Source: an optimization exercise on an open RTL-to-GDS flow (aim: small area and a short achievable clock period). Production flows keep margins and buffers that such runs may drop. In this exercise RTL edits were held to simulation tests only and were not proved equivalent to the original.

==> config.mk <==
export PLATFORM = sky130hd
export DESIGN_NAME = hex_to_dec
export DESIGN_NICKNAME = hex_to_dec
export VERILOG_FILES = /design/flow/design.v
export SDC_FILE = /design/flow/constraint.sdc
export NUM_CORES = 4
export LEC_CHECK = 0
export ABC_AREA = 1
export CAP_MARGIN = 20
export CORE_MARGIN = 2
export CORE_UTILIZATION = 40
export CTS_BUF_LIST = sky130_fd_sc_hd__clkbuf_4
export SLEW_MARGIN = 20
export SYNTH_HIERARCHICAL = 1
export SYNTH_MINIMUM_KEEP_SIZE = 0
==> constraint.sdc <==
create_clock -name core_clock -period 75.0 [get_ports {clk_25MHz}]
set_input_delay 15.0000 -clock core_clock [delete_from_list [all_inputs] [get_ports {clk_25MHz}]]
set_output_delay 15.0000 -clock core_clock [all_outputs]
set_load 0.01 [all_outputs]
==> design.v <==
module enter0(input wire [3:0] i, output wire [4:0] o);
wire w_new_n10;
wire w_new_n11;
wire w_new_n12;
wire w_new_n13;
wire w_new_n15;
wire w_new_n16;
wire w_new_n17;
wire w_new_n18;
wire w_new_n20;
wire w_new_n22;
wire w_new_n23;
assign w_new_n10 = (i[1]) | (i[3]);
assign w_new_n11 = (~i[0]);
assign w_new_n12 = (~w_new_n11) | (~i[2]);
assign w_new_n13 = (~i[1]) | (~i[3]);
assign o[0] = (~w_new_n10) | (~w_new_n12) | (~w_new_n13);
assign w_new_n15 = (~i[2]);
assign w_new_n16 = (~w_new_n13) | (~w_new_n15);
assign w_new_n17 = (~w_new_n16) | (~w_new_n11);
assign w_new_n18 = (~w_new_n13) | (~i[0]) | (~w_new_n15);
assign o[1] = (~w_new_n17) | (~w_new_n18);
assign w_new_n20 = (~w_new_n11) | (~i[1]) | (~i[3]);
assign o[2] = (~i[3]&~w_new_n12) | (~w_new_n20);
assign w_new_n22 = (~i[1]);
assign w_new_n23 = (~w_new_n12) | (~w_new_n22);
assign o[3] = (~w_new_n23) | (~w_new_n20);
assign o[4] = (~i[0]) | (~i[2]);
endmodule
module step0(input wire [3:0] i, output wire [3:0] o);
wire w_new_n10;
wire w_new_n11;
wire w_new_n13;
wire w_new_n14;
wire w_new_n15;
wire w_new_n9;
assign w_new_n9 = (i[1]) | (i[3]);
assign w_new_n10 = (~i[2]);
assign w_new_n11 = (~i[1]) | (~i[3]);
assign o[0] = (~w_new_n9) | (~w_new_n10) | (~w_new_n11);
assign w_new_n13 = (~i[0]);
assign w_new_n14 = (~w_new_n13) | (~i[1]) | (~i[3]);
assign w_new_n15 = (~w_new_n11) | (~i[0]);
assign o[1] = (~w_new_n14) | (~w_new_n15) | (~w_new_n10);
assign o[2] = (~w_new_n10&~i[3]) | (~w_new_n14);
assign o[3] = (~i[1]&~i[2]) | (~w_new_n14);
endmodule
module conv0(input wire [3:0] i, output wire [3:0] o);
wire w_new_n10;
wire w_new_n11;
wire w_new_n13;
wire w_new_n14;
wire w_new_n15;
wire w_new_n16;
wire w_new_n17;
wire w_new_n9;
assign w_new_n9 = (~i[2]);
assign w_new_n10 = (i[0]) | (w_new_n9);
assign w_new_n11 = (~w_new_n9) | (~i[0]);
assign o[0] = (~w_new_n10) | (~w_new_n11) | (~i[3]);
assign w_new_n13 = (~i[3]);
assign w_new_n14 = (~w_new_n9) | (~w_new_n13);
assign w_new_n15 = (~i[1]) | (~i[3]);
assign w_new_n16 = (~w_new_n14) | (~w_new_n11) | (~w_new_n15);
assign w_new_n17 = (~w_new_n9) | (~i[0]) | (~i[1]);
assign o[1] = (~w_new_n16) | (~w_new_n17);
assign o[2] = (~i[0]&~i[3]) | (~w_new_n17);
assign o[3] = (~w_new_n9&~w_new_n13) | (~w_new_n17);
endmodule
module conv1(input wire [2:0] i, output wire [3:0] o);
wire w_new_n10;
wire w_new_n11;
wire w_new_n13;
wire w_new_n14;
wire w_new_n15;
wire w_new_n8;
wire w_new_n9;
assign w_new_n8 = (~i[2]);
assign w_new_n9 = (~w_new_n8) | (~i[0]);
assign w_new_n10 = (~i[0]);
assign w_new_n11 = (~w_new_n10) | (~i[2]);
assign o[0] = (~w_new_n9) | (~w_new_n11);
assign w_new_n13 = (~i[1]);
assign w_new_n14 = (~w_new_n9) | (~w_new_n13);
assign w_new_n15 = (~w_new_n8) | (~i[0]) | (~i[1]);
assign o[1] = (~w_new_n14) | (~w_new_n15);
assign o[2] = (~w_new_n15);
assign o[3] = (~w_new_n10&~w_new_n13) | (~w_new_n8);
endmodule
module conv2(input wire [2:0] i, output wire [3:0] o);
wire w_new_n10;
wire w_new_n11;
wire w_new_n13;
wire w_new_n14;
wire w_new_n15;
wire w_new_n18;
wire w_new_n8;
wire w_new_n9;
assign w_new_n8 = (~i[2]);
assign w_new_n9 = (~w_new_n8) | (~i[0]);
assign w_new_n10 = (~i[0]);
assign w_new_n11 = (~w_new_n10) | (~i[2]);
assign o[0] = (~w_new_n9) | (~w_new_n11);
assign w_new_n13 = (~w_new_n8) | (~i[0]) | (~i[1]);
assign w_new_n14 = (~i[1]);
assign w_new_n15 = (~w_new_n14) | (~i[2]);
assign o[1] = (~w_new_n13) | (~w_new_n15);
assign o[2] = (~w_new_n13);
assign w_new_n18 = (~i[0]) | (~i[1]);
assign o[3] = (~w_new_n18) | (~w_new_n8);
endmodule
module stepout0(input wire [3:0] i, output wire [3:0] o);
wire w_new_n10;
wire w_new_n11;
wire w_new_n13;
wire w_new_n14;
wire w_new_n15;
wire w_new_n16;
wire w_new_n17;
wire w_new_n19;
wire w_new_n9;
assign w_new_n9 = (~i[3]);
assign w_new_n10 = (~i[2]&~w_new_n9);
assign w_new_n11 = (~i[0]) | (~i[1]) | (~i[3]);
assign o[0] = (~i[1]&~w_new_n10) | (~w_new_n11);
assign w_new_n13 = (~i[2]);
assign w_new_n14 = (~w_new_n13) | (~w_new_n9);
assign w_new_n15 = (~w_new_n14) | (~i[1]);
assign w_new_n16 = (~w_new_n15) | (~i[0]);
assign w_new_n17 = (~i[2]) | (~i[3]);
assign o[1] = (~w_new_n16) | (~w_new_n17);
assign w_new_n19 = (~i[1]) | (~i[3]);
assign o[2] = (~i[0]&~w_new_n19) | (~i[3]&~w_new_n13);
assign o[3] = (~i[0]&~w_new_n9) | (~i[1]);
endmodule
module hex_to_dec(
    input wire clk_25MHz,
    input wire [31: 0]hex,
    output wire [31: 0]dec
);
reg s0_h;
reg s0_r0;
reg s0_r1;
reg s0_r2;
reg s1_h;
reg s1_r0;
reg s1_r1;
reg s1_r2;
reg s2_h;
reg s2_r0;
reg s2_r1;
reg s2_r2;
reg s3_h;
reg s3_r0;
reg s3_r1;
reg s3_r2;
reg s4_0;
reg s4_1;
reg s4_2;
reg s_x10;
reg s_x9;
reg s_x8;
reg s_x7;
reg s_x6;
reg s_x5;
reg s_x4;
reg s_x3;
reg s_x2;
reg s_x1;
reg s_x0;
wire [4:0] n1;
enter0 u1(.i({~hex[23],hex[26],hex[25],hex[24]}), .o(n1));
wire [3:0] n2;
step0 u2(.i({~hex[22],n1[2],n1[1],n1[0]}), .o(n2));
wire [3:0] n3;
step0 u3(.i({~hex[21],n2[2],n2[1],n2[0]}), .o(n3));
wire [3:0] n4;
step0 u4(.i({~hex[20],n3[2],n3[1],n3[0]}), .o(n4));
wire [3:0] n5;
step0 u5(.i({~hex[19],n4[2],n4[1],n4[0]}), .o(n5));
wire [3:0] n6;
conv0 u6(.i({n1[4],n1[3],n2[3],n3[3]}), .o(n6));
wire [3:0] n7;
step0 u7(.i({n4[3],n6[2],n6[1],n6[0]}), .o(n7));
wire [3:0] n8;
step0 u8(.i({~hex[18],n5[2],n5[1],n5[0]}), .o(n8));
wire [3:0] n9;
step0 u9(.i({n5[3],n7[2],n7[1],n7[0]}), .o(n9));
wire [3:0] n10;
step0 u10(.i({~hex[17],n8[2],n8[1],n8[0]}), .o(n10));
wire [3:0] n11;
step0 u11(.i({n8[3],n9[2],n9[1],n9[0]}), .o(n11));
wire [3:0] n12;
step0 u12(.i({~hex[16],n10[2],n10[1],n10[0]}), .o(n12));
wire [3:0] n13;
step0 u13(.i({n10[3],n11[2],n11[1],n11[0]}), .o(n13));
wire [3:0] n14;
conv1 u14(.i({n6[3],n7[3],n9[3]}), .o(n14));
wire [3:0] n15;
step0 u15(.i({n11[3],n14[2],n14[1],n14[0]}), .o(n15));
wire [3:0] n16;
step0 u16(.i({~hex[15],n12[2],n12[1],n12[0]}), .o(n16));
wire [3:0] n17;
step0 u17(.i({n12[3],n13[2],n13[1],n13[0]}), .o(n17));
wire [3:0] n18;
step0 u18(.i({n13[3],n15[2],n15[1],n15[0]}), .o(n18));
wire [3:0] n19;
step0 u19(.i({~hex[14],n16[2],n16[1],n16[0]}), .o(n19));
wire [3:0] n20;
step0 u20(.i({n16[3],n17[2],n17[1],n17[0]}), .o(n20));
wire [3:0] n21;
step0 u21(.i({n17[3],n18[2],n18[1],n18[0]}), .o(n21));
wire [3:0] n22;
step0 u22(.i({~hex[13],n19[2],n19[1],n19[0]}), .o(n22));
wire [3:0] n23;
step0 u23(.i({n19[3],n20[2],n20[1],n20[0]}), .o(n23));
wire [3:0] n24;
step0 u24(.i({n20[3],n21[2],n21[1],n21[0]}), .o(n24));
wire [3:0] n25;
conv2 u25(.i({n14[3],n15[3],n18[3]}), .o(n25));
wire [3:0] n26;
step0 u26(.i({n21[3],n25[2],n25[1],n25[0]}), .o(n26));
wire [3:0] n27;
step0 u27(.i({~hex[12],n22[2],n22[1],n22[0]}), .o(n27));
wire [3:0] n28;
step0 u28(.i({n22[3],n23[2],n23[1],n23[0]}), .o(n28));
wire [3:0] n29;
step0 u29(.i({n23[3],n24[2],n24[1],n24[0]}), .o(n29));
wire [3:0] n30;
step0 u30(.i({n24[3],n26[2],n26[1],n26[0]}), .o(n30));
wire [3:0] n31;
step0 u31(.i({~hex[11],n27[2],n27[1],n27[0]}), .o(n31));
wire [3:0] n32;
step0 u32(.i({n27[3],n28[2],n28[1],n28[0]}), .o(n32));
wire [3:0] n33;
step0 u33(.i({n28[3],n29[2],n29[1],n29[0]}), .o(n33));
wire [3:0] n34;
step0 u34(.i({n29[3],n30[2],n30[1],n30[0]}), .o(n34));
wire [3:0] n35;
step0 u35(.i({~s_x10,s0_r2,s0_r1,s0_r0}), .o(n35));
wire [3:0] n36;
step0 u36(.i({s0_h,s1_r2,s1_r1,s1_r0}), .o(n36));
wire [3:0] n37;
step0 u37(.i({s1_h,s2_r2,s2_r1,s2_r0}), .o(n37));
wire [3:0] n38;
step0 u38(.i({s2_h,s3_r2,s3_r1,s3_r0}), .o(n38));
wire [3:0] n39;
step0 u39(.i({~s_x9,n35[2],n35[1],n35[0]}), .o(n39));
wire [3:0] n40;
step0 u40(.i({n35[3],n36[2],n36[1],n36[0]}), .o(n40));
wire [3:0] n41;
step0 u41(.i({n36[3],n37[2],n37[1],n37[0]}), .o(n41));
wire [3:0] n42;
step0 u42(.i({n37[3],n38[2],n38[1],n38[0]}), .o(n42));
wire [3:0] n43;
conv0 u43(.i({s4_2,s4_1,s4_0,s3_h}), .o(n43));
wire [3:0] n44;
step0 u44(.i({n38[3],n43[2],n43[1],n43[0]}), .o(n44));
wire [3:0] n45;
step0 u45(.i({~s_x8,n39[2],n39[1],n39[0]}), .o(n45));
wire [3:0] n46;
step0 u46(.i({n39[3],n40[2],n40[1],n40[0]}), .o(n46));
wire [3:0] n47;
step0 u47(.i({n40[3],n41[2],n41[1],n41[0]}), .o(n47));
wire [3:0] n48;
step0 u48(.i({n41[3],n42[2],n42[1],n42[0]}), .o(n48));
wire [3:0] n49;
step0 u49(.i({n42[3],n44[2],n44[1],n44[0]}), .o(n49));
wire [3:0] n50;
step0 u50(.i({~s_x7,n45[2],n45[1],n45[0]}), .o(n50));
wire [3:0] n51;
step0 u51(.i({n45[3],n46[2],n46[1],n46[0]}), .o(n51));
wire [3:0] n52;
step0 u52(.i({n46[3],n47[2],n47[1],n47[0]}), .o(n52));
wire [3:0] n53;
step0 u53(.i({n47[3],n48[2],n48[1],n48[0]}), .o(n53));
wire [3:0] n54;
step0 u54(.i({n48[3],n49[2],n49[1],n49[0]}), .o(n54));
wire [3:0] n55;
step0 u55(.i({~s_x6,n50[2],n50[1],n50[0]}), .o(n55));
wire [3:0] n56;
step0 u56(.i({n50[3],n51[2],n51[1],n51[0]}), .o(n56));
wire [3:0] n57;
step0 u57(.i({n51[3],n52[2],n52[1],n52[0]}), .o(n57));
wire [3:0] n58;
step0 u58(.i({n52[3],n53[2],n53[1],n53[0]}), .o(n58));
wire [3:0] n59;
step0 u59(.i({n53[3],n54[2],n54[1],n54[0]}), .o(n59));
wire [3:0] n60;
conv1 u60(.i({n43[3],n44[3],n49[3]}), .o(n60));
wire [3:0] n61;
step0 u61(.i({n54[3],n60[2],n60[1],n60[0]}), .o(n61));
wire [3:0] n62;
step0 u62(.i({~s_x5,n55[2],n55[1],n55[0]}), .o(n62));
wire [3:0] n63;
step0 u63(.i({n55[3],n56[2],n56[1],n56[0]}), .o(n63));
wire [3:0] n64;
step0 u64(.i({n56[3],n57[2],n57[1],n57[0]}), .o(n64));
wire [3:0] n65;
step0 u65(.i({n57[3],n58[2],n58[1],n58[0]}), .o(n65));
wire [3:0] n66;
step0 u66(.i({n58[3],n59[2],n59[1],n59[0]}), .o(n66));
wire [3:0] n67;
step0 u67(.i({n59[3],n61[2],n61[1],n61[0]}), .o(n67));
wire [3:0] n68;
step0 u68(.i({~s_x4,n62[2],n62[1],n62[0]}), .o(n68));
wire [3:0] n69;
step0 u69(.i({n62[3],n63[2],n63[1],n63[0]}), .o(n69));
wire [3:0] n70;
step0 u70(.i({n63[3],n64[2],n64[1],n64[0]}), .o(n70));
wire [3:0] n71;
step0 u71(.i({n64[3],n65[2],n65[1],n65[0]}), .o(n71));
wire [3:0] n72;
step0 u72(.i({n65[3],n66[2],n66[1],n66[0]}), .o(n72));
wire [3:0] n73;
step0 u73(.i({n66[3],n67[2],n67[1],n67[0]}), .o(n73));
wire [3:0] n74;
step0 u74(.i({~s_x3,n68[2],n68[1],n68[0]}), .o(n74));
wire [3:0] n75;
step0 u75(.i({n68[3],n69[2],n69[1],n69[0]}), .o(n75));
wire [3:0] n76;
step0 u76(.i({n69[3],n70[2],n70[1],n70[0]}), .o(n76));
wire [3:0] n77;
step0 u77(.i({n70[3],n71[2],n71[1],n71[0]}), .o(n77));
wire [3:0] n78;
step0 u78(.i({n71[3],n72[2],n72[1],n72[0]}), .o(n78));
wire [3:0] n79;
step0 u79(.i({n72[3],n73[2],n73[1],n73[0]}), .o(n79));
wire [3:0] n80;
conv2 u80(.i({n60[3],n61[3],n67[3]}), .o(n80));
wire [3:0] n81;
step0 u81(.i({n73[3],n80[2],n80[1],n80[0]}), .o(n81));
wire [3:0] n82;
step0 u82(.i({~s_x2,n74[2],n74[1],n74[0]}), .o(n82));
wire [3:0] n83;
step0 u83(.i({n74[3],n75[2],n75[1],n75[0]}), .o(n83));
wire [3:0] n84;
step0 u84(.i({n75[3],n76[2],n76[1],n76[0]}), .o(n84));
wire [3:0] n85;
step0 u85(.i({n76[3],n77[2],n77[1],n77[0]}), .o(n85));
wire [3:0] n86;
step0 u86(.i({n77[3],n78[2],n78[1],n78[0]}), .o(n86));
wire [3:0] n87;
step0 u87(.i({n78[3],n79[2],n79[1],n79[0]}), .o(n87));
wire [3:0] n88;
step0 u88(.i({n79[3],n81[2],n81[1],n81[0]}), .o(n88));
wire [3:0] n89;
stepout0 u89(.i({~s_x1,n82[2],n82[1],n82[0]}), .o(n89));
wire [3:0] n90;
stepout0 u90(.i({n82[3],n83[2],n83[1],n83[0]}), .o(n90));
wire [3:0] n91;
stepout0 u91(.i({n83[3],n84[2],n84[1],n84[0]}), .o(n91));
wire [3:0] n92;
stepout0 u92(.i({n84[3],n85[2],n85[1],n85[0]}), .o(n92));
wire [3:0] n93;
stepout0 u93(.i({n85[3],n86[2],n86[1],n86[0]}), .o(n93));
wire [3:0] n94;
stepout0 u94(.i({n86[3],n87[2],n87[1],n87[0]}), .o(n94));
wire [3:0] n95;
stepout0 u95(.i({n87[3],n88[2],n88[1],n88[0]}), .o(n95));
always @(posedge clk_25MHz) begin
    s0_h <= n31[3];
    s0_r0 <= n31[0];
    s0_r1 <= n31[1];
    s0_r2 <= n31[2];
    s1_h <= n32[3];
    s1_r0 <= n32[0];
    s1_r1 <= n32[1];
    s1_r2 <= n32[2];
    s2_h <= n33[3];
    s2_r0 <= n33[0];
    s2_r1 <= n33[1];
    s2_r2 <= n33[2];
    s3_h <= n34[3];
    s3_r0 <= n34[0];
    s3_r1 <= n34[1];
    s3_r2 <= n34[2];
    s4_0 <= n30[3];
    s4_1 <= n26[3];
    s4_2 <= n25[3];
    s_x10 <= hex[10];
    s_x9 <= hex[9];
    s_x8 <= hex[8];
    s_x7 <= hex[7];
    s_x6 <= hex[6];
    s_x5 <= hex[5];
    s_x4 <= hex[4];
    s_x3 <= hex[3];
    s_x2 <= hex[2];
    s_x1 <= hex[1];
    s_x0 <= hex[0];
end
assign dec = {{~n80[3],~n81[3],~n88[3],~n95[3]}, {n95[2],n95[1],n95[0],~n94[3]}, {n94[2],n94[1],n94[0],~n93[3]}, {n93[2],n93[1],n93[0],~n92[3]}, {n92[2],n92[1],n92[0],~n91[3]}, {n91[2],n91[1],n91[0],~n90[3]}, {n90[2],n90[1],n90[0],~n89[3]}, {n89[2],n89[1],n89[0],s_x0}};
endmodule
==> flow/run.sh <==
#!/bin/bash
# The standard layout (standard.sh), except that the buffers that the flow puts
# on every input and output port are buf_1 cells instead of the resizer's
# default choice (a 10 um2 delay buffer).
set -euo pipefail
bash standard.sh BUFFER_PORTS_ARGS="-buffer_cell sky130_fd_sc_hd__buf_1" finish > standard_make.log 2>&1
==> standard.sh <==
#!/bin/bash
# synth_recipe.tcl (not shown) runs the flow's synth.tcl, then flattens the netlist and writes it again
# the make line also repeats each setting of config.mk as NAME=value (left out here)
make -C /OpenROAD-flow-scripts/flow DESIGN_CONFIG=/design/flow/config.mk WORK_HOME=/design/flow/orfs CLKGATE_MAP_FILE= SYNTH_SCRIPT=/design/flow/synth_recipe.tcl "${@:-finish}"
==> impl_metrics.json, run 1 <==
{
  "maxCapViolations": 0,
  "crit_chain": "o21ai_0, nand3_1, o21ai_0, inv_1, o21ai_0, inv_1, o21ai_0, inv_1, o21ai_0, inv_1, o21ai_0, inv_1, o21ai_0, inv_1, o21ai_0, inv_1, o21ai_0, nor2_2, o21ai_1, buf_1",
  "setup_viol": 0,
  "grt_pass1_vias": 5223,
  "synthCells": 1113,
  "start_kind": "register",
  "period_needed_ps": 19500,
  "cts_tree": "built",
  "cts.sinks": 30,
  "pre_cts_ws_ps": 55270,
  "drtPass1Iterations": 5,
  "clockBufferDepth": 2,
  "antenna_found_initial": 0,
  "fmax_ghz": 0.05128,
  "drv_slew": 0,
  "min_period_over_period_pct": 26.00,
  "grt-ovfl-total": 0,
  "post_drt_via_cell_ratio": 4.630,
  "synth_ff_type": "dfxtp_1",
  "cts_resized": 0,
  "drc": 0,
  "grt_max_degree": 11,
  "yosysUniqueCellTypes": 15,
  "nNetsFinal": 1219,
  "drt_wl_total_mm": 9.870,
  "synth.avg_cell_area_um2": 4.728,
  "die_w_um": 118.7,
  "ys_ff_latch": 30,
  "cp_data_required_time_ps": 60000,
  "critPathMaxStageDelay_ps": 430,
  "track_usage_pct": 14.71,
  "cp_slowest_cell": "o21ai_0",
  "core-area_um2": 12720,
  "grt_pass1_wl_mm": 19.15,
  "htreeDepth": 2,
  "hpwl_mm": 8.533,
  "rows": 41,
  "wl_per_cell_um": 7.306,
  "port_buffers": 59,
  "crit_arrival_ps": 4500,
  "place_congestion": 0.7912,
  "clk_pin_slew_ps": 100,
  "numCtsBuffers": 5,
  "yosysWarnings": 7,
  "drive_gt1_share_pct": 3.223,
  "vias": 6255,
  "synth_nets": 1154,
  "synth_common_cells": "nand2_1 (306), inv_1 (213), nand3_1 (173)",
  "drtIter0Drc": 281,
  "postCtsHoldBufs": 0,
  "syn2layout_area_growth_pct": 9.177,
  "yosysSeqAreaShare_pct": 11.41,
  "die_area_um2": 14090,
  "status": "finished clean",
  "worst_hold_slack_ps": 14750,
  "syn_area_um2": 5263,
  "synth_top_area_share_pct": 21.83,
  "final_cells": 1351,
  "diodes": 0,
  "post_cts_buffers": 0,
  "timing.setup.tns_ps": 0,
  "grt_setup_unrepaired": "no",
  "initial_utilization_pct": 41.37,
  "crit_path_end_kind": "primary output",
  "max-slew-margin-rel_pct": 54.90,
  "boundaryPins": 65,
  "synthArstFlopShare_pct": 0,
  "die_h_um": 118.7,
  "worst_slack_ps": 55500,
  "synthMostInstantiatedCell": "nand2_1",
  "final-hold-violation-count": 0,
  "min_path_type": "primary input to register",
  "dp_cells": 1343,
  "cp_common_cell": "o21ai_0",
  "synth_edf_count": 0,
  "yosysTopAreaCell": "nand2_1",
  "crit_type": "register to primary output",
  "worst_pin_slew_ps": 669.5,
  "ant_nets": 0,
  "cts_root_buf": "clkbuf_4",
  "worstPathMaxFanout": 4,
  "synth_area_leaders": "nand2_1 (22%), nand3_1 (16%), o21ai_0 (16%)"
}
worst paths after layout:
kind  cells past startpoint    from  slack (ps)      to
max                      20   s0_r1       55500  dec[5]
min                       1  hex[3]       14750    s_x3
Yosys stat by module (local to each module, per instance):
module	cell area [um2]	times used	flip-flops and latches
hex_to_dec	732.0	1	30
enter0	77.57	1	0
conv0	57.56	2	0
stepout0	57.56	7	0
conv1	46.29	2	0
conv2	46.29	2	0
step0	46.29	81	0
stage by stage:
stage / instance area [um2] / utilization (%)
final: 5746 / 45.16
after global routing: 5746 / 45.16
after CTS: 5746 / 45.16
after detailed placement: 5692 / 44.74
after global placement: 5692 / 44.74
after floorplan: 5263 / -
kinds of logic after synthesis:
group | count (synthesis) | synth area share, %
simple gates | 654 | 51.45
buf+inv | 226 | 16.19
compound gates | 195 | 19.04
flops | 30 | 11.41
fa+ha+maj | 8 | 1.902
routing by layer:
layer | GRT usage, % | routed length (um)
met1 | 19.21 | 5231
met2 | 26.69 | 4420
met3 | 0.4826 | 142
met4 | 3.348 | 74
met5 | 0 | 0
worst max-delay path: cells and delay by family (launching register included):
kind / cells / cell delay [ps]
AO/OA/AOI/OAI: 10 / 2760
buffers and inverters: 8 / 800
flip-flops: 1 / 340
AND/OR/NAND/NOR: 2 / 260
placed cells by master, fill, tap and decap left out, drive strengths merged:
| master | netlist | routed |
|---|---|---|
| nand2 | 310 | 310 |
| inv | 225 | 225 |
| o21ai | 195 | 195 |
| nand3 | 174 | 174 |
| nor2 | 169 | 169 |
| buf | 1 | 59 |
| dfxtp | 30 | 30 |
| ha | 8 | 8 |
| clkbuf | 0 | 5 |
| clkinv | 0 | 2 |
| or2 | 1 | 1 |
| clkinvlp | 0 | 1 |
layout make-up:
cell class / instances / area (um2)
clock buffers: 5 / 37.54
clock inverters: 3 / 16.27
fillers: 1478 / 6977
inverters: 225 / 844.6
multi-input cells: 857 / 3810
flip-flops and latches: 30 / 600.6
well taps: 172 / 215.2
repair buffers: 59 / 221.5
==> run 2: changes to the inputs <==
--- a/config.mk
+++ b/config.mk
@@ -8,8 +8,9 @@
 export ABC_AREA = 1
 export CAP_MARGIN = 20
 export CORE_MARGIN = 2
-export CORE_UTILIZATION = 40
+export CORE_UTILIZATION = 65
 export CTS_BUF_LIST = sky130_fd_sc_hd__clkbuf_4
+export PLACE_DENSITY = 0.8
 export SLEW_MARGIN = 20
 export SYNTH_HIERARCHICAL = 1
 export SYNTH_MINIMUM_KEEP_SIZE = 0
==> run 2 against run 1 <==
  * Cell area decreased by 1.2%
  * Count of clock-buffer cells in the layout is the same
  * Still clean
  * Hold slack better by 12 ps
  * Critical path depth increased by 2
  * Critical endpoint is now dec[23]
  * Worst setup slack lost 48 ps
  * Flip-flop and latch count did not move
==> impl_metrics.json, run 2 <==
{
  "cts_resized": 0,
  "yosysTopAreaCell": "nand2_1",
  "vias": 6348,
  "layout.cells.most_common": "nand2_1",
  "drtPass1Iterations": 5,
  "post_drt_via_cell_ratio": 4.959,
  "worst_pin_slew_ps": 560.7,
  "ant_nets": 0,
  "worst_slack_ps": 55450,
  "rows": 32,
  "core-area_um2": 7767,
  "syn_area_um2": 5263,
  "nFillCells": 783,
  "min_period_over_period_pct": 26.06,
  "cts.sinks": 30,
  "synth_nets": 1154,
  "cts_tree": "built",
  "worstPathMaxFanout": 4,
  "status": "finished clean",
  "yosysUniqueCellTypes": 15,
  "synthCells": 1113,
  "port_buffers": 59,
  "die_w_um": 93.98,
  "synth_top_area_share_pct": 21.83,
  "start_kind": "register",
  "timing.setup.tns_ps": 0,
  "synthMostInstantiatedCell": "nand2_1",
  "initial_utilization_pct": 67.75,
  "wl_per_cell_um": 7.505,
  "period_needed_ps": 19550,
  "crit_arrival_ps": 4550,
  "fmax_ghz": 0.05115,
  "seq_area_um2": 600.6,
  "place_congestion": 0.8059,
  "drc": 0,
  "htreeDepth": 2,
  "crit_type": "register to primary output",
  "worst_hold_slack_ps": 14760,
  "synth_ff_type": "dfxtp_1",
  "hold_path_depth": 1,
  "clockBufferDepth": 2,
  "min_path_type": "primary input to register",
  "clk_pin_slew_ps": 90,
  "grt_setup_unrepaired": "no",
  "yosysWarnings": 7,
  "synthArstFlopShare_pct": 0,
  "cts_root_buf": "clkbuf_4",
  "cp_data_required_time_ps": 60000,
  "drtIter0Drc": 134,
  "synth.avg_cell_area_um2": 4.728,
  "maxCapViolations": 0,
  "setup_viol": 0,
  "layout_common_cells": "nand2_1 (306), inv_1 (213), nand3_1 (173), o21ai_0 (164), nor2_1 (162)",
  "grt_pass1_wl_mm": 18.17,
  "drive_gt1_share_pct": 3.141,
  "max-slew-margin-rel_pct": 62.22,
  "yosysSeqAreaShare_pct": 11.41,
  "multi_input_area_um2": 3810,
  "nNetsFinal": 1219,
  "crit_path_end_kind": "primary output",
  "numCtsBuffers": 5,
  "dpl_cell_area_um2": 5604,
  "grt_pass1_vias": 5328,
  "stdcell_area_um2": 5675,
  "syn2layout_area_growth_pct": 7.846,
  "die_area_um2": 8832,
  "boundaryPins": 65,
  "antenna_found_initial": 0,
  "grt-ovfl-total": 0,
  "die_h_um": 93.98,
  "hpwl_mm": 8.398,
  "diodes": 0,
  "drt_wl_total_mm": 9.607,
  "synth_common_cells": "nand2_1 (306), inv_1 (213), nand3_1 (173)",
  "synth_area_leaders": "nand2_1 (22%), nand3_1 (16%), o21ai_0 (16%)",
  "track_usage_pct": 23.09,
  "post_cts_buffers": 0,
  "final-hold-violation-count": 0,
  "grt_max_degree": 10,
  "postCtsHoldBufs": 0,
  "holdPathEnd": "s_x4",
  "pre_cts_ws_ps": 55300,
  "fin_util_pct": 73.07,
  "drv_slew": 0,
  "synth_edf_count": 0,
  "ys_ff_latch": 30,
  "min-delay-start": "hex[4]"
}
-- run 2: metrics by stage --
stage               std cells
global placement         1273
finish                   1280
floorplan                1113
global route             1280
CTS                      1280
detailed placement       1273
-- run 2: modules after synthesis (local to each module, per instance) --
module / cell area (um2) / flip-flops and latches / cells inside / times used
step0: 46.29 / 0 / 11 / 81
conv1: 46.29 / 0 / 7 / 2
enter0: 77.57 / 0 / 16 / 1
conv2: 46.29 / 0 / 10 / 2
hex_to_dec: 732.0 / 30 / 64 / 1
conv0: 57.56 / 0 / 12 / 2
stepout0: 57.56 / 0 / 12 / 7
-- run 2: worst max path at each step --
stage | startpoint | to | slack (ps) | depth (start not counted)
floorplan | hex[23] | s2_r2 | 56040 | 34
global placement | hex[24] | s0_r2 | 55320 | 28
detailed placement | hex[24] | s0_r2 | 55300 | 28
CTS | s4_1 | dec[23] | 55470 | 26
global route | hex[24] | s0_r2 | 54490 | 28
finish | s3_r1 | dec[23] | 55450 | 22
-- run 2: logic make-up after synthesis --
group	Yosys count	synth area share (%)
compound gates	195	19.04
fa+ha+maj	8	1.902
buf+inv	226	16.19
flops	30	11.41
simple gates	654	51.45
-- run 2: metal layers --
metal | GRT usage (%) | wire length, um
met1 | 26.13 | 4571
met2 | 45.95 | 4791
met3 | 2.006 | 149
met4 | 5.314 | 94
met5 | 0 | 0
-- run 2: final cells by class --
| cell class | instances | share of cell area [%] |
|---|---|---|
| tap | 102 | 2.249 |
| multi-input combinational | 857 | 67.13 |
| sequential | 30 | 10.58 |
| timing repair buffer | 59 | 3.902 |
| clock inverter | 2 | 0.5952 |
| inverter | 225 | 14.88 |
| clock buffer | 5 | 0.6614 |
-- run 2: worst max-delay path, stage by stage, from the launching register on --
cell and delay [ps]:
dfxtp_1 330, o21ai_0 470, nand2_1 130, nand2_1 90, nand3_1 130, nand3_1 150
o21ai_0 130, ha_1 220, ha_1 260, inv_1 100, nand3_1 120, o21ai_0 170
inv_1 90, o21ai_0 260, inv_1 100, o21ai_0 290, inv_1 90, o21ai_0 260
inv_1 80, o21ai_0 400, nand2_1 130, o21ai_2 70, buf_1 160
==> run 3: changes to the inputs <==
==> flow/run.sh (replaced) <==
#!/bin/bash
# The standard layout (standard.sh), with two changes:
# - the buffers that the flow puts on every input and output port are buf_1
#   cells instead of the resizer's default choice (a 10 um2 delay buffer);
# - the weakest drive of some cells is not used where the next drive has the
#   same area (o21ai_0 -> o21ai_1 and so on), so paths get faster at no area.
#   The list repeats the platform's own don't-use cells.
set -euo pipefail
DU="sky130_fd_sc_hd__probe_p_8 sky130_fd_sc_hd__probec_p_8 sky130_fd_sc_hd__lpflow_bleeder_1 sky130_fd_sc_hd__lpflow_clkbufkapwr_1 sky130_fd_sc_hd__lpflow_clkbufkapwr_16 sky130_fd_sc_hd__lpflow_clkbufkapwr_2 sky130_fd_sc_hd__lpflow_clkbufkapwr_4 sky130_fd_sc_hd__lpflow_clkbufkapwr_8 sky130_fd_sc_hd__lpflow_clkinvkapwr_1 sky130_fd_sc_hd__lpflow_clkinvkapwr_16 sky130_fd_sc_hd__lpflow_clkinvkapwr_2 sky130_fd_sc_hd__lpflow_clkinvkapwr_4 sky130_fd_sc_hd__lpflow_clkinvkapwr_8 sky130_fd_sc_hd__lpflow_decapkapwr_12 sky130_fd_sc_hd__lpflow_decapkapwr_3 sky130_fd_sc_hd__lpflow_decapkapwr_4 sky130_fd_sc_hd__lpflow_decapkapwr_6 sky130_fd_sc_hd__lpflow_decapkapwr_8 sky130_fd_sc_hd__lpflow_inputiso0n_1 sky130_fd_sc_hd__lpflow_inputiso0p_1 sky130_fd_sc_hd__lpflow_inputiso1n_1 sky130_fd_sc_hd__lpflow_inputiso1p_1 sky130_fd_sc_hd__lpflow_inputisolatch_1 sky130_fd_sc_hd__lpflow_isobufsrc_1 sky130_fd_sc_hd__lpflow_isobufsrc_16 sky130_fd_sc_hd__lpflow_isobufsrc_2 sky130_fd_sc_hd__lpflow_isobufsrc_4 sky130_fd_sc_hd__lpflow_isobufsrc_8 sky130_fd_sc_hd__lpflow_isobufsrckapwr_16 sky130_fd_sc_hd__lpflow_lsbuf_lh_hl_isowell_tap_1 sky130_fd_sc_hd__lpflow_lsbuf_lh_hl_isowell_tap_2 sky130_fd_sc_hd__lpflow_lsbuf_lh_hl_isowell_tap_4 sky130_fd_sc_hd__lpflow_lsbuf_lh_isowell_4 sky130_fd_sc_hd__lpflow_lsbuf_lh_isowell_tap_1 sky130_fd_sc_hd__lpflow_lsbuf_lh_isowell_tap_2 sky130_fd_sc_hd__lpflow_lsbuf_lh_isowell_tap_4  sky130_fd_sc_hd__o21ai_0 sky130_fd_sc_hd__a21boi_0 sky130_fd_sc_hd__and2_0 sky130_fd_sc_hd__or2_0 sky130_fd_sc_hd__o311ai_0"
bash standard.sh BUFFER_PORTS_ARGS="-buffer_cell sky130_fd_sc_hd__buf_1" DONT_USE_CELLS="$DU" finish > standard_make.log 2>&1
--- a/config.mk
+++ b/config.mk
@@ -8,9 +8,8 @@
 export ABC_AREA = 1
 export CAP_MARGIN = 20
 export CORE_MARGIN = 2
-export CORE_UTILIZATION = 65
+export CORE_UTILIZATION = 40
 export CTS_BUF_LIST = sky130_fd_sc_hd__clkbuf_4
-export PLACE_DENSITY = 0.8
 export SLEW_MARGIN = 20
 export SYNTH_HIERARCHICAL = 1
 export SYNTH_MINIMUM_KEEP_SIZE = 0
==> run 3 against run 2 <==
  * Hold slack worse by 3.3 ps
  * First-iteration DRC count rose by 6.7%
  * Critical path depth is 2 higher
  * Count of clock-buffer cells in the layout unchanged
  * Worst setup slack gained 390 ps
  * Flip-flop and latch count unchanged
==> impl_metrics.json, run 3 <==
{
  "drv_slew": 0,
  "cp_data_required_time_ps": 60000,
  "hpwl_mm": 8.719,
  "start_kind": "register",
  "drt_wl_total_mm": 9.810,
  "final-hold-violation-count": 0,
  "min-delay-start": "hex[3]",
  "grt_setup_unrepaired": "no",
  "hold_path_depth": 1,
  "synth_area_leaders": "inv_1 (25%), nand3_1 (23%), nand2_1 (20%)",
  "synthAdderAreaFrac_pct": 1.769,
  "synth-compound-area-share_pct": 17.71,
  "layout.cells.most_common": "inv_1",
  "place_congestion": 0.7745,
  "post_cts_buffers": 0,
  "drive_gt1_share_pct": 2.698,
  "track_usage_pct": 13.39,
  "htreeDepth": 2,
  "cts_root_buf": "clkbuf_4",
  "yosysTopAreaCell": "inv_1",
  "worst_pin_slew_ps": 396.6,
  "synthMostInstantiatedCell": "inv_1",
  "layout_common_cells": "inv_1 (376), nand2_1 (308), nand3_1 (255), o21ai_1 (188), buf_1 (59)",
  "die_w_um": 122.9,
  "synth.avg_cell_area_um2": 4.739,
  "fmax_ghz": 0.05220,
  "nFillCells": 1595,
  "synth_top_family_by_area": "simple AND/OR/NAND/NOR gates",
  "vias": 6502,
  "holdPathEnd": "s_x3",
  "cts_tree": "built",
  "yosysWarnings": 7,
  "post_drt_via_cell_ratio": 4.515,
  "crit_family": "simple AND/OR/NAND/NOR gates",
  "cts_resized": 0,
  "nNetsFinal": 1300,
  "rows": 43,
  "grt_pass1_vias": 5103,
  "cp_slowest_cell": "dfxtp_1",
  "yosysUniqueCellTypes": 12,
  "min_period_over_period_pct": 25.54,
  "worstPathMaxFanout": 5,
  "drc": 0,
  "grt_max_degree": 11,
  "setup_viol": 0,
  "crit_chain": "inv_1, nand3_1, o21ai_1, nand3_1, o21ai_1, nand3_1, o21ai_1, nand3_1, o21ai_1, nand3_1, o21ai_1, nand3_1, nand3_1, nand2_1, nand2_1, nand3_1, nand2_1, nand2_1, nand3_1, nand3_1, o21ai_1, nand2_1, o21ai_2, buf_1",
  "boundaryPins": 65,
  "numCtsBuffers": 5,
  "diodes": 0,
  "synthArstFlopShare_pct": 0,
  "maxCapViolations": 0,
  "port_buffers": 59,
  "crit_arrival_ps": 4160,
  "clk_pin_slew_ps": 100,
  "timing.setup.tns_ps": 0,
  "synthCells": 1194,
  "drtPass1Iterations": 4,
  "die_area_um2": 15110,
  "ys_ff_latch": 30,
  "cp_common_cell": "nand3_1",
  "max-slew-margin-rel_pct": 73.38,
  "core-area_um2": 13830,
  "synth_edf_count": 0,
  "synth_nets": 1235,
  "cts.sinks": 30,
  "grt-ovfl-total": 0,
  "yosys.area_share.simple_pct": 44.10,
  "synth_xor_area_share_pct": 0,
  "postCtsHoldBufs": 0,
  "status": "finished clean",
  "antenna_found_initial": 0,
  "final_cells": 1440,
  "initial_utilization_pct": 40.92,
  "crit_path_end_kind": "primary output",
  "synth_common_cells": "inv_1 (376), nand2_1 (308), nand3_1 (255)",
  "yosysSeqAreaShare_pct": 10.61,
  "clockBufferDepth": 2,
  "path_buf_inv": 2,
  "critPathMaxStageDelay_ps": 310,
  "synth_ff_type": "dfxtp_1",
  "drtIter0Drc": 143,
  "period_needed_ps": 19160,
  "syn2layout_area_growth_pct": 8.713,
  "ant_nets": 0,
  "muxShareOfSynthArea_pct": 0,
  "die_h_um": 122.9,
  "synth_top_area_share_pct": 24.94,
  "crit_type": "register to primary output",
  "wl_per_cell_um": 6.813,
  "syn_area_um2": 5658,
  "grt_pass1_wl_mm": 18.27,
  "dp_cells": 1432,
  "min_path_type": "primary input to register"
}
[run 3: layout make-up]
class | count | area [um2] | share of cell area, %
Multi-Input combinational cell | 776 | 3597 | 58.48
Inverter | 387 | 1453 | 23.62
Sequential cell | 30 | 600.6 | 9.764
Tap cell | 180 | 225.2 | 3.662
Timing Repair Buffer | 59 | 221.5 | 3.600
Clock buffer | 5 | 37.54 | 0.6103
Clock inverter | 3 | 16.27 | 0.2644
[run 3: modules after synthesis, one instance, submodules excluded]
module,copies in the design,area (um2),flops+latches,cells inside
step0,81,51.30,0,12
hex_to_dec,1,732.0,30,64
conv2,2,46.29,0,10
conv0,2,57.56,0,12
enter0,1,67.56,0,16
conv1,2,46.29,0,7
stepout0,7,57.56,0,12
[run 3: cells by family (layout without fill, tap and decap cells)]
family / after synthesis / in the layout
flip-flops: 30 / 30
buffers and inverters: 388 / 454
adder cells (fa/ha/maj): 8 / 8
AO/OA/AOI/OAI: 195 / 195
AND/OR/NAND/NOR: 573 / 573
[run 3: metal layers]
metal	GRT usage (%)	share of wire, %
met1	17.37	53
met2	24.52	45
met3	0.6919	1.2
met4	2.586	0.66
met5	0	0
[run 3: per-stage QoR]
step | utilization [%] | instance area (um2) | hold slack [ps] | setup slack (ps)
floorplan | - | 5658 | 15030 | 56150
global placement | 44.10 | 6097 | 15090 | 55550
detailed placement | 44.10 | 6097 | 15090 | 55540
CTS | 44.48 | 6151 | 14750 | 55780
global route | 44.48 | 6151 | 14750 | 55170
finish | 44.48 | 6151 | 14760 | 55840
[run 3: how the worst max path moves through the flow]
stage / from / to / cells past startpoint
after floorplan: hex[23] / s3_r1 / 39
after global placement: hex[23] / s3_r1 / 40
after detailed placement: hex[23] / s3_r1 / 38
after CTS: s_x10 / dec[25] / 22
after global routing: hex[25] / s3_r1 / 39
final: s_x10 / dec[27] / 24
==> run 4: changes to the inputs <==
==> flow/run.sh (replaced) <==
#!/bin/bash
# The standard layout (standard.sh), with two changes:
# - the buffers that the flow puts on every input and output port are buf_1
#   cells instead of the resizer's default choice (a 10 um2 delay buffer);
# - the weakest drive of some cells is not used where the next drive has the
#   same area (o21ai_0 -> o21ai_1, inv_1 -> inv_2 and so on), so paths get faster at no area.
#   The list repeats the platform's own don't-use cells.
set -euo pipefail
DU="sky130_fd_sc_hd__probe_p_8 sky130_fd_sc_hd__probec_p_8 sky130_fd_sc_hd__lpflow_bleeder_1 sky130_fd_sc_hd__lpflow_clkbufkapwr_1 sky130_fd_sc_hd__lpflow_clkbufkapwr_16 sky130_fd_sc_hd__lpflow_clkbufkapwr_2 sky130_fd_sc_hd__lpflow_clkbufkapwr_4 sky130_fd_sc_hd__lpflow_clkbufkapwr_8 sky130_fd_sc_hd__lpflow_clkinvkapwr_1 sky130_fd_sc_hd__lpflow_clkinvkapwr_16 sky130_fd_sc_hd__lpflow_clkinvkapwr_2 sky130_fd_sc_hd__lpflow_clkinvkapwr_4 sky130_fd_sc_hd__lpflow_clkinvkapwr_8 sky130_fd_sc_hd__lpflow_decapkapwr_12 sky130_fd_sc_hd__lpflow_decapkapwr_3 sky130_fd_sc_hd__lpflow_decapkapwr_4 sky130_fd_sc_hd__lpflow_decapkapwr_6 sky130_fd_sc_hd__lpflow_decapkapwr_8 sky130_fd_sc_hd__lpflow_inputiso0n_1 sky130_fd_sc_hd__lpflow_inputiso0p_1 sky130_fd_sc_hd__lpflow_inputiso1n_1 sky130_fd_sc_hd__lpflow_inputiso1p_1 sky130_fd_sc_hd__lpflow_inputisolatch_1 sky130_fd_sc_hd__lpflow_isobufsrc_1 sky130_fd_sc_hd__lpflow_isobufsrc_16 sky130_fd_sc_hd__lpflow_isobufsrc_2 sky130_fd_sc_hd__lpflow_isobufsrc_4 sky130_fd_sc_hd__lpflow_isobufsrc_8 sky130_fd_sc_hd__lpflow_isobufsrckapwr_16 sky130_fd_sc_hd__lpflow_lsbuf_lh_hl_isowell_tap_1 sky130_fd_sc_hd__lpflow_lsbuf_lh_hl_isowell_tap_2 sky130_fd_sc_hd__lpflow_lsbuf_lh_hl_isowell_tap_4 sky130_fd_sc_hd__lpflow_lsbuf_lh_isowell_4 sky130_fd_sc_hd__lpflow_lsbuf_lh_isowell_tap_1 sky130_fd_sc_hd__lpflow_lsbuf_lh_isowell_tap_2 sky130_fd_sc_hd__lpflow_lsbuf_lh_isowell_tap_4  sky130_fd_sc_hd__o21ai_0 sky130_fd_sc_hd__a21boi_0 sky130_fd_sc_hd__and2_0 sky130_fd_sc_hd__or2_0 sky130_fd_sc_hd__o311ai_0 sky130_fd_sc_hd__inv_1"
bash standard.sh BUFFER_PORTS_ARGS="-buffer_cell sky130_fd_sc_hd__buf_1" DONT_USE_CELLS="$DU" finish > standard_make.log 2>&1
==> run 4 against run 3 <==
  * Routed wire length decreased by 0.45%
  * First-iteration DRC count increased by 2.8%
  * Still clean
  * Critical path type unchanged
  * Largest cell class unchanged
  * Via count decreased by 0.29%
  * Die area is 0.13% higher
  * Count of clock-buffer cells in the layout unchanged
==> impl_metrics.json, run 4 <==
{
  "drtIter0Drc": 147,
  "hpwl_mm": 8.790,
  "drv_slew": 0,
  "min-delay-start": "hex[3]",
  "period_needed_ps": 19400,
  "port_buffers": 59,
  "worst_hold_slack_ps": 14760,
  "synth_area_leaders": "nand3_1 (23%), nand2_1 (20%), inv_2 (20%)",
  "numCtsBuffers": 5,
  "synth.avg_cell_area_um2": 4.745,
  "holdPathEnd": "s_x3",
  "yosys.area_share.simple_pct": 44.17,
  "layout.cells.most_common": "nand2_1",
  "grt_max_degree": 10,
  "min_path_type": "primary input to register",
  "track_usage_pct": 13.31,
  "fmax_ghz": 0.05153,
  "drive_gt1_share_pct": 26.13,
  "place_congestion": 0.7660,
  "synth_edf_count": 0,
  "syn2layout_area_growth_pct": 9.011,
  "crit_type": "register to primary output",
  "maxCapViolations": 0,
  "vias": 6483,
  "yosysUniqueCellTypes": 12,
  "crit_arrival_ps": 4400,
  "grt_pass1_wl_mm": 18.05,
  "ant_nets": 0,
  "clockBufferDepth": 2,
  "final_cells": 1439,
  "synth_nets": 1235,
  "worst_pin_slew_ps": 444.5,
  "yosysSeqAreaShare_pct": 10.60,
  "hold_path_depth": 1,
  "layout_common_cells": "nand2_1 (305), inv_2 (304), nand3_1 (255), o21ai_1 (188), clkinv_1 (84)",
  "synth_xor_area_share_pct": 0,
  "start_kind": "register",
  "synthAdderAreaFrac_pct": 1.767,
  "boundaryPins": 65,
  "multi_input_area_um2": 3605,
  "grt_pass1_vias": 5025,
  "grt-ovfl-total": 0,
  "ys_ff_latch": 30,
  "muxShareOfSynthArea_pct": 0,
  "drtPass1Iterations": 4,
  "yosysWarnings": 7,
  "initial_utilization_pct": 40.81,
  "synth_ff_type": "dfxtp_1",
  "final-hold-violation-count": 0,
  "synth_common_cells": "nand2_1 (305), inv_2 (304), nand3_1 (255)",
  "post_cts_buffers": 0,
  "cp_data_required_time_ps": 60000,
  "seq_area_um2": 600.6,
  "synth-compound-area-share_pct": 17.69,
  "cts_resized": 0,
  "drt_wl_total_mm": 9.766,
  "cts.sinks": 30,
  "dp_cells": 1432,
  "htreeDepth": 2,
  "syn_area_um2": 5665,
  "max-slew-margin-rel_pct": 70.17,
  "wl_per_cell_um": 6.787,
  "crit_path_end_kind": "primary output",
  "worstPathMaxFanout": 4,
  "die_w_um": 123.0,
  "yosysTopAreaCell": "nand3_1",
  "synthMostInstantiatedCell": "nand2_1",
  "status": "finished clean",
  "nFillCells": 1586,
  "min_period_over_period_pct": 25.87,
  "core-area_um2": 13880,
  "grt_setup_unrepaired": "no",
  "drc": 0,
  "nNetsFinal": 1300,
  "timing.setup.tns_ps": 0,
  "cts_root_buf": "clkbuf_4",
  "synth_top_family_by_area": "simple AND/OR/NAND/NOR gates",
  "die_h_um": 123.0,
  "rows": 43,
  "synth_top_area_share_pct": 22.53,
  "clk_pin_slew_ps": 90,
  "postCtsHoldBufs": 0,
  "setup_viol": 0,
  "synthArstFlopShare_pct": 0,
  "cts_tree": "built",
  "die_area_um2": 15130,
  "antenna_found_initial": 0,
  "diodes": 0,
  "post_drt_via_cell_ratio": 4.505,
  "synthCells": 1194
}
-- run 4: final cells by class --
| class | count | share of cell area, % |
|---|---|---|
| multi-input combinational | 776 | 58.37 |
| inverter | 387 | 23.52 |
| sequential | 30 | 9.724 |
| tap | 180 | 3.647 |
| timing repair buffer | 59 | 3.586 |
| clock buffer | 5 | 0.6078 |
| clock inverter | 2 | 0.5470 |
-- run 4: cells by family after synthesis --
family          Yosys count
flops                    30
buf+inv                 388
fa+ha+maj                 8
simple gates            573
compound gates          195
-- run 4: worst max path at each step --
| stage | from | end | slack, ps | cells past startpoint |
|---|---|---|---|---|
| 2_1_floorplan | hex[23] | s3_r1 | 55980 | 37 |
| 3_3_place_gp | hex[25] | s3_r2 | 55370 | 37 |
| 3_5_place_dp | hex[25] | s3_r1 | 55340 | 39 |
| 4_1_cts | s0_r1 | dec[25] | 55520 | 21 |
| 5_1_grt | hex[25] | s3_r1 | 54950 | 36 |
| 6_report | s0_r1 | dec[25] | 55600 | 21 |
-- run 4: routing by layer --
metal	vias up	routed length [um]	GRT usage, %
met5	-	0	0
met4	0	48	3.409
met3	5	135	0.6919
met2	39	4432	24.10
met1	2567	5149	17.20
li1	3872	-	-
-- run 4: modules after synthesis (local to each module, per instance) --
| module | flops+latches | times used | cell area [um2] |
|---|---|---|---|
| enter0 | 0 | 1 | 70.07 |
| step0 | 0 | 81 | 51.30 |
| conv1 | 0 | 2 | 46.29 |
| stepout0 | 0 | 7 | 57.56 |
| conv0 | 0 | 2 | 57.56 |
| hex_to_dec | 30 | 1 | 732.0 |
| conv2 | 0 | 2 | 48.80 |
-- run 4: critical path, cell delays in order (launching register included) --
cell and delay [ps]:
dfxtp_1 390, nand3_1 130, o21ai_1 210, nand3_1 170, o21ai_1 240, nand3_1 180, o21ai_1 220, nand3_1 170
o21ai_1 210, nand3_1 160, o21ai_1 220, nand3_1 170, nand3_1 170, nand3_1 140, o21ai_1 210, nand3_1 170
o21ai_1 140, clkinv_1 130, o21ai_1 300, nor2_2 70, o21ai_1 110, buf_1 160
-- run 4: metrics by stage --
stage | utilization, % | cell area (um2) | worst slack (ps)
after detailed placement | 43.98 | 6105 | 55340
after global routing | 44.49 | 6176 | 54950
after global placement | 43.98 | 6105 | 55370
after floorplan | - | 5665 | 55980
final | 44.49 | 6176 | 55600
after CTS | 44.49 | 6176 | 55520
==> run 5: changes to the inputs <==
==> flow/run.sh (replaced) <==
#!/bin/bash
# The standard layout (standard.sh), with two changes:
# - the buffers that the flow puts on every input and output port are buf_1
#   cells instead of the resizer's default choice (a 10 um2 delay buffer);
# - after synthesis, cells whose next drive strength has the same area are
#   swapped to it (o21ai_0 -> o21ai_1 and so on, see swap.tcl): same
#   function, same area, faster.
set -euo pipefail
here=$(pwd)
args=(BUFFER_PORTS_ARGS="-buffer_cell sky130_fd_sc_hd__buf_1")
bash standard.sh "${args[@]}" synth > standard_synth.log 2>&1
res=orfs/results/$FLOW_PLATFORM/hex_to_dec/base
SWAP_DB=$res/1_synth.odb openroad -no_init -exit flow/swap.tcl > swap.log 2>&1
bash standard.sh "${args[@]}" finish > standard_finish.log 2>&1
==> flow/swap.tcl (new file) <==
# Swap cells for the same-area next drive strength in the synthesized design.
set pairs {
  sky130_fd_sc_hd__o21ai_0 sky130_fd_sc_hd__o21ai_1
  sky130_fd_sc_hd__a21boi_0 sky130_fd_sc_hd__a21boi_1
  sky130_fd_sc_hd__and2_0 sky130_fd_sc_hd__and2_1
  sky130_fd_sc_hd__or2_0 sky130_fd_sc_hd__or2_2
  sky130_fd_sc_hd__or2_1 sky130_fd_sc_hd__or2_2
  sky130_fd_sc_hd__o311ai_0 sky130_fd_sc_hd__o311ai_1
  sky130_fd_sc_hd__a21bo_1 sky130_fd_sc_hd__a21bo_2
  sky130_fd_sc_hd__a31o_1 sky130_fd_sc_hd__a31o_2
  sky130_fd_sc_hd__mux2_1 sky130_fd_sc_hd__mux2_2
  sky130_fd_sc_hd__o211a_1 sky130_fd_sc_hd__o211a_2
  sky130_fd_sc_hd__o21ba_1 sky130_fd_sc_hd__o21ba_2
  sky130_fd_sc_hd__o221a_1 sky130_fd_sc_hd__o221a_2
  sky130_fd_sc_hd__or3b_1 sky130_fd_sc_hd__or3b_2
  sky130_fd_sc_hd__or4b_1 sky130_fd_sc_hd__or4b_2
  sky130_fd_sc_hd__and4bb_1 sky130_fd_sc_hd__and4bb_2
}
if {[info exists ::env(SWAP_EXTRA)]} { lappend pairs {*}$::env(SWAP_EXTRA) }
read_db $::env(SWAP_DB)
set db [ord::get_db]
set block [ord::get_db_block]
array set to {}
foreach {a b} $pairs { set to($a) $b }
set n 0
foreach inst [$block getInsts] {
  set m [[$inst getMaster] getName]
  if {[info exists to($m)]} {
    set nm [$db findMaster $to($m)]
    if {$nm ne "NULL" && $nm ne ""} {
      $inst swapMaster $nm
      incr n
    }
  }
}
puts "swapped $n cells"
write_db $::env(SWAP_DB)
==> run 5 against run 4 <==
  * Hold slack improved by 4.1 ps
  * Cell count decreased by 6.1%
  * Non-clock buffer count unchanged
  * Cell area decreased by 7.0%
  * Routed wire length increased by 0.71%
  * Synthesized cell count decreased by 6.8%
  * Global-route usage increased by 1.3 points
  * Via count decreased by 2.8%
  * Worst setup slack improved by 240 ps
  * Highest routed layer unchanged
  * First-iteration DRC count increased by 52%
  * Still clean
==> impl_metrics.json, run 5 <==
{
  "status": "finished clean",
  "cts_root_buf": "clkbuf_4",
  "die_h_um": 118.7,
  "rows": 41,
  "cp_data_required_time_ps": 60000,
  "yosysSeqAreaShare_pct": 11.41,
  "drt_wl_total_mm": 9.835,
  "min_path_type": "primary input to register",
  "yosysWarnings": 7,
  "synthCells": 1113,
  "final-hold-violation-count": 0,
  "synthArstFlopShare_pct": 0,
  "drv_slew": 0,
  "worst_hold_slack_ps": 14760,
  "worst_pin_slew_ps": 454.1,
  "clockBufferDepth": 2,
  "synth_edf_count": 0,
  "wl_per_cell_um": 7.280,
  "numCtsBuffers": 5,
  "start_kind": "register",
  "min_period_over_period_pct": 25.55,
  "worstPathMaxFanout": 4,
  "synthMostInstantiatedCell": "nand2_1",
  "synth.avg_cell_area_um2": 4.728,
  "fmax_ghz": 0.05219,
  "boundaryPins": 65,
  "initial_utilization_pct": 41.37,
  "htreeDepth": 2,
  "cts.sinks": 30,
  "period_needed_ps": 19160,
  "die_w_um": 118.7,
  "crit_arrival_ps": 4160,
  "post_drt_via_cell_ratio": 4.665,
  "drive_gt1_share_pct": 3.308,
  "synth_nets": 1154,
  "yosysUniqueCellTypes": 15,
  "synth_common_cells": "nand2_1 (306), inv_1 (213), nand3_1 (173)",
  "synth_area_leaders": "nand2_1 (22%), nand3_1 (16%), o21ai_0 (16%)",
  "drtIter0Drc": 224,
  "synth_ff_type": "dfxtp_1",
  "die_area_um2": 14090,
  "timing.setup.tns_ps": 0,
  "synth_top_area_share_pct": 21.83,
  "holdPathEnd": "s_x3",
  "ant_nets": 0,
  "track_usage_pct": 14.64,
  "grt_setup_unrepaired": "no",
  "clk_pin_slew_ps": 100,
  "grt-ovfl-total": 0,
  "crit_type": "register to primary output",
  "antenna_found_initial": 0,
  "core-area_um2": 12720,
  "port_buffers": 59,
  "ys_ff_latch": 30,
  "post_cts_buffers": 0,
  "maxCapViolations": 0,
  "syn_area_um2": 5263,
  "min-delay-start": "hex[3]",
  "drc": 0,
  "nFillCells": 1530,
  "drtPass1Iterations": 5,
  "grt_pass1_vias": 5188,
  "hold_path_depth": 1,
  "cts_resized": 0,
  "vias": 6303,
  "postCtsHoldBufs": 0,
  "layout.cells.most_common": "nand2_1",
  "max-slew-margin-rel_pct": 69.53,
  "layout_common_cells": "nand2_1 (306), inv_1 (213), o21ai_1 (188), nand3_1 (173), nor2_1 (162)",
  "grt_max_degree": 11,
  "diodes": 0,
  "crit_path_end_kind": "primary output",
  "syn2layout_area_growth_pct": 9.177,
  "yosysTopAreaCell": "nand2_1",
  "hpwl_mm": 8.573,
  "grt_pass1_wl_mm": 19.06,
  "setup_viol": 0,
  "place_congestion": 0.7717,
  "cts_tree": "built",
  "nNetsFinal": 1219
}
run 5: cell count changes in the layout (fill, tap and decap cells not counted), sizes merged:
cell and delta:
nor2 +162, inv -79, clkinv -82, clkinvlp +1
bufinv -1, nand3 -81
run 5: critical path, cell delays in order (launching register included):
cell and delay (ps):
dfxtp_1 310, inv_1 100, nand3_1 120, o21ai_1 190, nand3_1 170, o21ai_1 220
nand3_1 170, o21ai_1 200, nand3_1 160, o21ai_1 180, nand3_1 160, o21ai_1 190
nand3_1 170, nand3_1 160, nand3_1 130, o21ai_1 190, nand2_1 120, nand2_1 80
nand3_1 130, nand3_1 150, o21ai_1 140, o21ai_1 150, nand2_1 60, nand2_1 60
buf_1 150
run 5: final cells by class:
class                           instances  area, um2  area share [%]
Multi-Input combinational cell        857       3810           66.31
Clock inverter                          3      16.27          0.2831
Inverter                              225      844.6           14.70
Sequential cell                        30      600.6           10.45
Tap cell                              172      215.2           3.746
Clock buffer                            5      37.54          0.6533
Timing Repair Buffer                   59      221.5           3.855
run 5: cells by family after synthesis:
| family | count (synthesis) | share of synthesized area, % |
|---|---|---|
| and+or+nand+nor | 654 | 51.45 |
| buffers and inverters | 226 | 16.19 |
| AOI/OAI and AO/OA | 195 | 19.04 |
| DFF | 30 | 11.41 |
| adders and majority gates | 8 | 1.902 |
run 5: Yosys stat by module (local to each module, per instance):
| module | flip-flops and latches | copies in the design |
|---|---|---|
| step0 | 0 | 81 |
| enter0 | 0 | 1 |
| conv0 | 0 | 2 |
| hex_to_dec | 30 | 1 |
| conv2 | 0 | 2 |
| conv1 | 0 | 2 |
| stepout0 | 0 | 7 |
run 5: metrics by stage:
| step | worst slack, ps | util, % | instance area (um2) | std cells |
|---|---|---|---|---|
| after global routing | 55080 | 45.16 | 5746 | 1351 |
| after floorplan | 56080 | - | 5263 | 1113 |
| after CTS | 55800 | 45.16 | 5746 | 1351 |
| after detailed placement | 55510 | 44.74 | 5692 | 1343 |
| final | 55840 | 45.16 | 5746 | 1351 |
| after global placement | 55520 | 44.74 | 5692 | 1343 |
run 5: how the worst max path moves through the flow:
stage,start,slack (ps),end,cells past startpoint
5_1_grt,hex[23],55080,s2_r1,36
3_5_place_dp,hex[23],55510,s3_r1,38
3_3_place_gp,hex[23],55520,s3_h,36
2_1_floorplan,hex[23],56080,s3_r1,36
6_report,s_x10,55840,dec[26],24
4_1_cts,s_x10,55800,dec[28],25
run 5: layer usage:
metal  up-vias  share of wire (%)  track usage (%)
li1       3685                  -                -
met1      2572                 54            19.49
met3         4                1.3           0.8687
met2        42                 45            25.90
met4         0               0.71            3.125
met5         -                  0                0

## what the ideal ports hide
The results above use ideal ports. As a check the final layouts listed here were re-extracted and re-timed, cells and wires unchanged. Step 1 (the two cells are an assumption about what drives the block):
set clk [get_ports {clk_25MHz}]
set_driving_cell -lib_cell sky130_fd_sc_hd__clkbuf_16 $clk
set_driving_cell -lib_cell sky130_fd_sc_hd__buf_2 [delete_from_list [all_inputs] $clk]
Step 2 also shifts input and output timing later by t, the mid clock arrival at the registers, as if the neighbouring blocks saw the same clock. a / b / c = no drivers / after step 1 / after step 2; a / b = the first two.
run | t, ns | slack for setup (ns) | pins driven straight from the clock port
run 1 | 0.351 | 55.500 / 55.472 / 55.247 | 1
run 2 | 0.342 | 55.451 / 55.424 / 55.241 | 1
run 3 | 0.338 | 55.842 / 55.817 / 55.546 | 1
run 4 | 0.343 | 55.595 / 55.572 / 55.336 | 1
run 5 | 0.344 | 55.840 / 55.811 / 55.521 | 1
After both steps every run listed still meets setup and hold. The setup slack of run 5, which loses most, moves by -0.029 ns with the drivers and by -0.319 ns with both steps.
